What follows belongs to an exercise in optimizing a design on an open flow for a short achievable clock period and few clock cycles; a production flow would make more cautious choices.
In this exercise RTL edits were held to simulation tests only and were not proved equivalent to the original.
No activity file was given, so power comes from the tool's default toggle rates.

## flow/run.sh

```bash
#!/bin/bash
# synth_recipe.tcl (not shown) runs the flow's synth.tcl, then flattens the netlist and writes it again
# the make line also repeats each setting of config.mk as NAME=value (left out here)
make -C /OpenROAD-flow-scripts/flow DESIGN_CONFIG=/design/flow/config.mk WORK_HOME=/design/flow/orfs CLKGATE_MAP_FILE= SYNTH_SCRIPT=/design/flow/synth_recipe.tcl finish
```

## flow/config.mk

```make
export PLATFORM = sky130hd
export DESIGN_NAME = risc_V
export DESIGN_NICKNAME = risc_V
export VERILOG_FILES = /design/flow/design.v
export SDC_FILE = /design/flow/constraint.sdc
export NUM_CORES = 4
export LEC_CHECK = 0
export CAP_MARGIN = 20
export CORE_MARGIN = 2
export CORE_UTILIZATION = 40
export SLEW_MARGIN = 20
```

## flow/constraint.sdc

```tcl
create_clock -name core_clock -period 12.5 [get_ports {clk}]
set_input_delay 2.5000 -clock core_clock [delete_from_list [all_inputs] [get_ports {clk}]]
set_output_delay 2.5000 -clock core_clock [all_outputs]
set_load 0.01 [all_outputs]
```

## flow/design.v

```verilog
module adder(s,t,u);
input [31:0] s,t;
output [31:0] u;
assign u = s+t;
endmodule
module mux(m,n,sel,out);
input [31:0]m,n;
input sel;
output [31:0]out;
assign out = sel ? n : m;
endmodule 
module pc(clk,reset,pc_in,pc_out);
input clk,reset;
input [31:0]pc_in;
output [31:0] pc_out;
reg [31:0] pc_out;
always @(posedge clk)
begin 
 if (reset)
 pc_out = 0;
 else 
 pc_out = pc_in;
end
endmodule
module registerfile(rs1,rs2,rd,writedata,regwrite,rd1,rd2,clk);
input [4:0] rs1,rs2,rd;
input [31:0] writedata;
input regwrite,clk;
output [31:0] rd1,rd2;
reg [31:0] rf [31:0];
assign rd1 = (rs1 == 5'd0) ? 32'd0 : rf[rs1];
assign rd2 = (rs2 == 5'd0) ? 32'd0 : rf[rs2];
always @(posedge clk)
if (regwrite && rd != 5'd0)
 begin
 rf[rd] = writedata;
 end
endmodule
module immext(instruction,immsrc,imm_data);
input [31:0] instruction;
input [1:0] immsrc;
output [31:0] imm_data;
reg [31:0] imm_data;
always @(instruction or immsrc)
begin
  case(immsrc)
 2'b00: imm_data = {{20{instruction[31]}},instruction[31:20]};
 2'b01: imm_data = {{20{instruction[31]}},instruction[31:25],instruction[11:7]};
 2'b10: imm_data = {{20{instruction[31]}},instruction[7],instruction[30:25],instruction[11:8],1'b0};
 default: imm_data = 32'b0;
 endcase
end
endmodule 
module alu(a,b,aluoperation,zero,result);
input [31:0] a,b;
input [2:0]aluoperation;
output zero;
reg zero;
output [31:0] result;
reg [31:0] result;
  always @ (a or b or aluoperation)
begin
 case(aluoperation)
 3'b000: result=a+b;
 3'b001: result=a-b;
 3'b101: result=$signed(a)<$signed(b);
 3'b011: result=a|b;
 3'b010: result=a&b;
 3'b100: result=a==b;
 default: result=3'b0;
 endcase
end
always @ (result)
begin 
 if (result)
 zero = 0;
 else
 zero = 1;
end
endmodule
module alucontrol(aluop,funct3,funct7,operation);
input [1:0] aluop;
input [2:0] funct3;
input funct7;
output [2:0] operation;
reg[2:0] operation;
wire [13:0] control;
  always @(*)
begin 
case(aluop)
2'b00: operation=3'b000;											 
2'b01: begin
		 case (funct3)
		 3'b000: operation=3'b001;									 
		 3'b001: operation=3'b100;									 
		 default: operation = 3'b000;
		 endcase
		 end
2'b10: begin
       case(funct3)
       3'b000:operation=funct7? 3'b001 : 3'b000;			
       3'b111:operation=3'b010;									 
       3'b110:operation=3'b011;									 
       3'b010:operation=3'b101;									 
       default: operation = 3'b000;
       endcase
       end
default: operation= 3'b000;
endcase
end
endmodule
module controlunit(opcode,branch,immsrc,resultsrc,aluop,memwrite,alusrc,regwrite);
input [6:0] opcode;
output [1:0] immsrc,aluop;
output branch,resultsrc,memwrite,alusrc,regwrite;
wire [8:0] controls;
assign {alusrc, resultsrc, immsrc, regwrite, memwrite, branch, aluop} = controls;
assign controls = 
        (opcode == 7'b0110011) ? 9'b0_0_00_1_0_0_10:  
		  (opcode == 7'b0000011) ? 9'b1_1_00_1_0_0_00:  
		  (opcode == 7'b0100011) ? 9'b1_0_01_0_1_0_00:  
		  (opcode == 7'b1100011) ? 9'b0_0_10_0_0_1_01:  
		  (opcode == 7'b0010011) ? 9'b1_0_00_1_0_0_10:  
		                           9'b0_0_00_0_0_0_00;
endmodule
module cu(opcode,zero,funct3,funct7,alusrc,resultsrc,immsrc,regwrite,memwrite,pcsrc,alucontrol);
input [6:0] opcode;
input zero,funct7;
input [2:0] funct3;
output [2:0] alucontrol;
output [1:0] immsrc;
output resultsrc,memwrite,alusrc,regwrite,pcsrc;
wire branch;
wire [1:0] aluop;
controlunit u1(opcode,branch,immsrc,resultsrc,aluop,memwrite,alusrc,regwrite);
alucontrol u2(aluop,funct3,funct7 & opcode[5],alucontrol);
assign pcsrc = branch && zero;
endmodule
module risc_V(
input clk,reset,
input [31:0] imem_rdata,
input [31:0] dmem_rdata,
output [31:0] imem_addr,
output dmem_we,
output [31:0] dmem_addr,dmem_wdata
);
wire [31:0] pcnext,pc;                     
wire [31:0] pcplus4;                       
wire [31:0] pctarget;                      
wire [31:0] instr;                         
wire [31:0] rd1;               				 
wire [31:0] imm_ext;                       
wire [31:0] srcb;              			    
wire [2:0] alucontrol;                     
wire [31:0] Addr,WriteData,ReadData;
wire [1:0] immsrc;
wire resultsrc,alusrc,regwrite,pcsrc,memwrite;
wire zero;                                 
assign imem_addr = pc;
assign instr = imem_rdata;
assign dmem_addr = Addr;
assign dmem_wdata = WriteData;
assign dmem_we = memwrite;
mux pc_next(pcplus4,pctarget,pcsrc,pcnext);
pc ProgC(clk,reset,pcnext,pc);
adder pc_plus4(pc,32'b100,pcplus4);
registerfile RF(instr[19:15],instr[24:20],instr[11:7],ReadData,regwrite,rd1,WriteData,clk);
immext ImmExt(instr,immsrc,imm_ext);
mux src_b(WriteData,imm_ext,alusrc,srcb);
alu ALU(rd1,srcb,alucontrol,zero,Addr);
mux result_0(Addr,dmem_rdata,resultsrc,ReadData);
adder pc_target(pc,imm_ext,pctarget);
cu CU(instr[6:0],zero,instr[14:12],instr[30],alusrc,resultsrc,immsrc,regwrite,memwrite,pcsrc,alucontrol);
endmodule
```

==> results.toml <==
[worst_setup_path]
worstSetupEndpointType = "output pin"
required_ns = 10.00
criticalPathCategory = "primary input to output pin"
arrival_ns = 9.42
cp-start-kind = "primary input"
crit_fanout = 67

[routing]
drc = 0
dr.pass1.iters = 5
highest_layer = "met4"
wl_met3_mm = 15.7
wl_met2_mm = 84.3
drt-met1-wl_mm = 72.4
vias = 34600
via_per_inst = 6.25
drt-initial-drc-count = 4108
ant_nets = 0
wl_per_cell_um = 32.2
postRouteWirelength_mm = 179

[synthesis]
synth_edf_count = 1024
ys_async_sr_fraction_pct = 0
synth_top_area_share_pct = 54.9
syn_avg_cell_area_um2 = 16.5
netlist_instances = 3383
ys.flop_type = "edfxtp_1"
synth.distinct_cells = 87
netlist_top_cells_area = "edfxtp_1, mux4_2, ha_1"
synthesis.area_mm2 = 0.0560
ys_seq_elements = 1056
yosysWarnings = 5
yosysSeqAreaShare_pct = 56.1
synth_top_area_cell = "edfxtp_1"

[clocking]
h-tree-depth = 3
clk_pin_slew_worst_paths_ns = 0.07
clock_path_buffers = 3
cts_tree = "done"
root_buffer = "clkbuf_16"
clock_latency_ns = 0.77
cts_setup_buffers = 0
numCtsBuffers = 110
cts_sinks = 1056
holdBufCountCts = 0
cts_resized = 0

[placement]
portBuffers = 162
gp_congestion = 0.962
dp_hpwl_mm = 111
placed_cell_area_mm2 = 0.0605
dp_slack_ns = 0.699

[sta]
hold_ws_ns = 0.571
setup_viol = 0
slew_headroom_pct = 23.7
fin_crit_sh_pct = 95.4
rsz0062_at_grt = "false"
tightest_slew_ns = 1.14
clock.fmax_mhz = 83.9
final.setup.worst_slack_ns = 0.578
hold_viol_final = 0
finalCriticalPeriod_ns = 11.92
drv_slew = 0
fin_setup_tns_ns = 0
worst_clock_skew_ns = 0.0788

[flow_run]
maxCapViolations = 0

[final_layout]
nets = 3772
fin_area_mm2 = 0.0644
fillCellCount = 12000
drive_gt1_share_pct = 28.2
syn_to_final_growth_pct = 15.1

[floorplan]
die_w_um = 378
fp-row-count = 137
coreArea_mm2 = 0.139
initial_core_util_pct = 40.2
chipHeight_um = 378
design.die.area_mm2 = 0.143
ioPinCount = 163

[global_route]
grt_pass1_vias = 34300
grt_overflow_total = 0
grt_max_degree = 82
grt_pass1_wl_mm = 252
antenna_found_initial = 2
track_usage_pct = 24.9

[power_and_ir_drop]
p_leak_nw = 21.3
power-per-cell-area_mw_per_mm2 = 157
worst_ir_drop_vdd_mv = 0.126

[min_path]
min-delay-path-class = "register to register"

[outcome]
status = "no timing/DRC/antenna violations"
[power breakdown]
part           internal (mW)  switching (mW)  total, mW
registers               4.44          0.0170       4.46
clock network           2.08            1.47       3.54
logic                  0.721            1.40       2.12
[Yosys cell counts, types with 13 or more instances]
cell and number:
nor2b_1 20, nor2_1 288, ha_1 132, dfxtp_1 32, mux2_2 14, xor2_1 27, a31oi_1 15, o21ai_0 63
mux4_2 640, and3_1 19, a21o_1 44, nand3_1 27, o21bai_1 15, a21oi_1 147, a211oi_1 30, o22ai_1 15
buf_1 76, nor3_1 35, clkbuf_1 143, nand2_1 140, mux2i_1 54, nand2b_1 43, inv_1 100, edfxtp_1 1024
xnor2_1 46, nor4_1 13
[worst max-delay path, stage by stage]
cell	delay [ns]
buf_8	0.59
buf_4	0.46
mux4_2	0.56
mux4_2	0.46
mux2i_1	0.33
nor3_1	0.10
a21o_1	0.22
ha_1	0.48
nand3_1	0.18
nor2_1	0.07
a211o_1	0.33
o311a_1	0.37
o21ai_2	0.34
o22ai_1	0.23
a211oi_1	0.56
o21ai_0	0.24
nor2_1	0.14
a2bb2oi_1	0.51
clkdlybuf4s50_1	0.66
[state kept, by name, indices dropped and copies added, names as in the netlist]
register / count
ProgC.pc_out: 32
RF.rf: 1024
[path summary, 6_finish.rpt]
path / startpoint / end / slack, ns / cells after the start
setup / recovery: imem_rdata[20] / dmem_addr[31] / 0.58 / 19
hold / removal: ProgC.pc_out[31] / ProgC.pc_out[31] / 0.57 / 2
hold reg to reg: ProgC.pc_out[31] / ProgC.pc_out[31] / 0.57 / 2
setup reg to reg: RF.rf[31][1] / ProgC.pc_out[23] / 4.47 / 24
[logic make-up after synthesis]
| family | count (synthesis) | synth area share, % |
|---|---|---|
| AO/OA/AOI/OAI | 423 | 4.89 |
| XOR/XNOR | 73 | 1.14 |
| adder cells (fa/ha/maj) | 135 | 3.06 |
| buffers and inverters | 335 | 2.35 |
| flip-flops | 1056 | 56.1 |
| multiplexers | 709 | 27.0 |
| other | 1 | 0.00670 |
| AND/OR/NAND/NOR | 651 | 5.45 |
[layout by cell type, fill, tap and decap left out, drive strengths merged, types with 54 or more instances in the layout]
cell type      count
nand2            140
clkbuf           124
inv              104
a21oi            150
mux2i             54
o21ai             67
mux4             640
nor2             288
buf              129
edfxtp          1024
clkdlybuf4s50    151
ha               132
[through the flow]
step	instances	total power, mW	util, %
floorplan	3414	5.75	-
global placement	5335	6.62	43.5
detailed placement	5335	6.64	43.5
CTS	5541	10.2	46.3
global route	5541	10.5	46.3
finish	5542	10.1	46.3
[cell type report]
cell class / count / area, um2 / share of cell area (%)
sequential: 1056 / 31400 / 48.7
multi-input combinational: 2023 / 23800 / 36.9
clock buffer: 124 / 2840 / 4.40
timing repair buffer: 280 / 2640 / 4.10
tap: 1876 / 2350 / 3.64
clock inverter: 82 / 1070 / 1.66
inverter: 100 / 375 / 0.583
antenna: 1 / 2.50 / 0.00388
[routing by layer]
metal | track usage [%] | up-vias
met4 | 8.38 | 0
met1 | 34.8 | 18400
li1 | - | 14200
met2 | 39.7 | 1696
met3 | 4.36 | 303
met5 | 0 | -
Testbench counts, summed over its fixed seeds: cycles 48,937.

## separate check: timing with driven ports
How much do the figures lean on ideal ports? The routed layout below was timed once more, with nothing changed but the port constraints.
Step 1 sets driving cells, clkbuf_16 on the clock port and buf_2 on the other inputs (assumed; they add their load-dependent delay and slew).
Step 2 moves the port delays by t, midway between the first and last clock arrival at a register: inputs arrive t later, outputs are due t later. That takes back most of the time a late clock gives input paths.
Three values: no drivers, after step 1, after step 2; two values: the first two.
t (ns): 0.820
setup WS [ns]: 0.578 / 0.511 / 0.511
worst hold slack (ns): 0.571 / 0.571 / 0.571
After both steps this run still meets setup and hold. For this run, drivers alone change the setup slack by -0.067 ns; drivers and shift together by -0.067 ns.
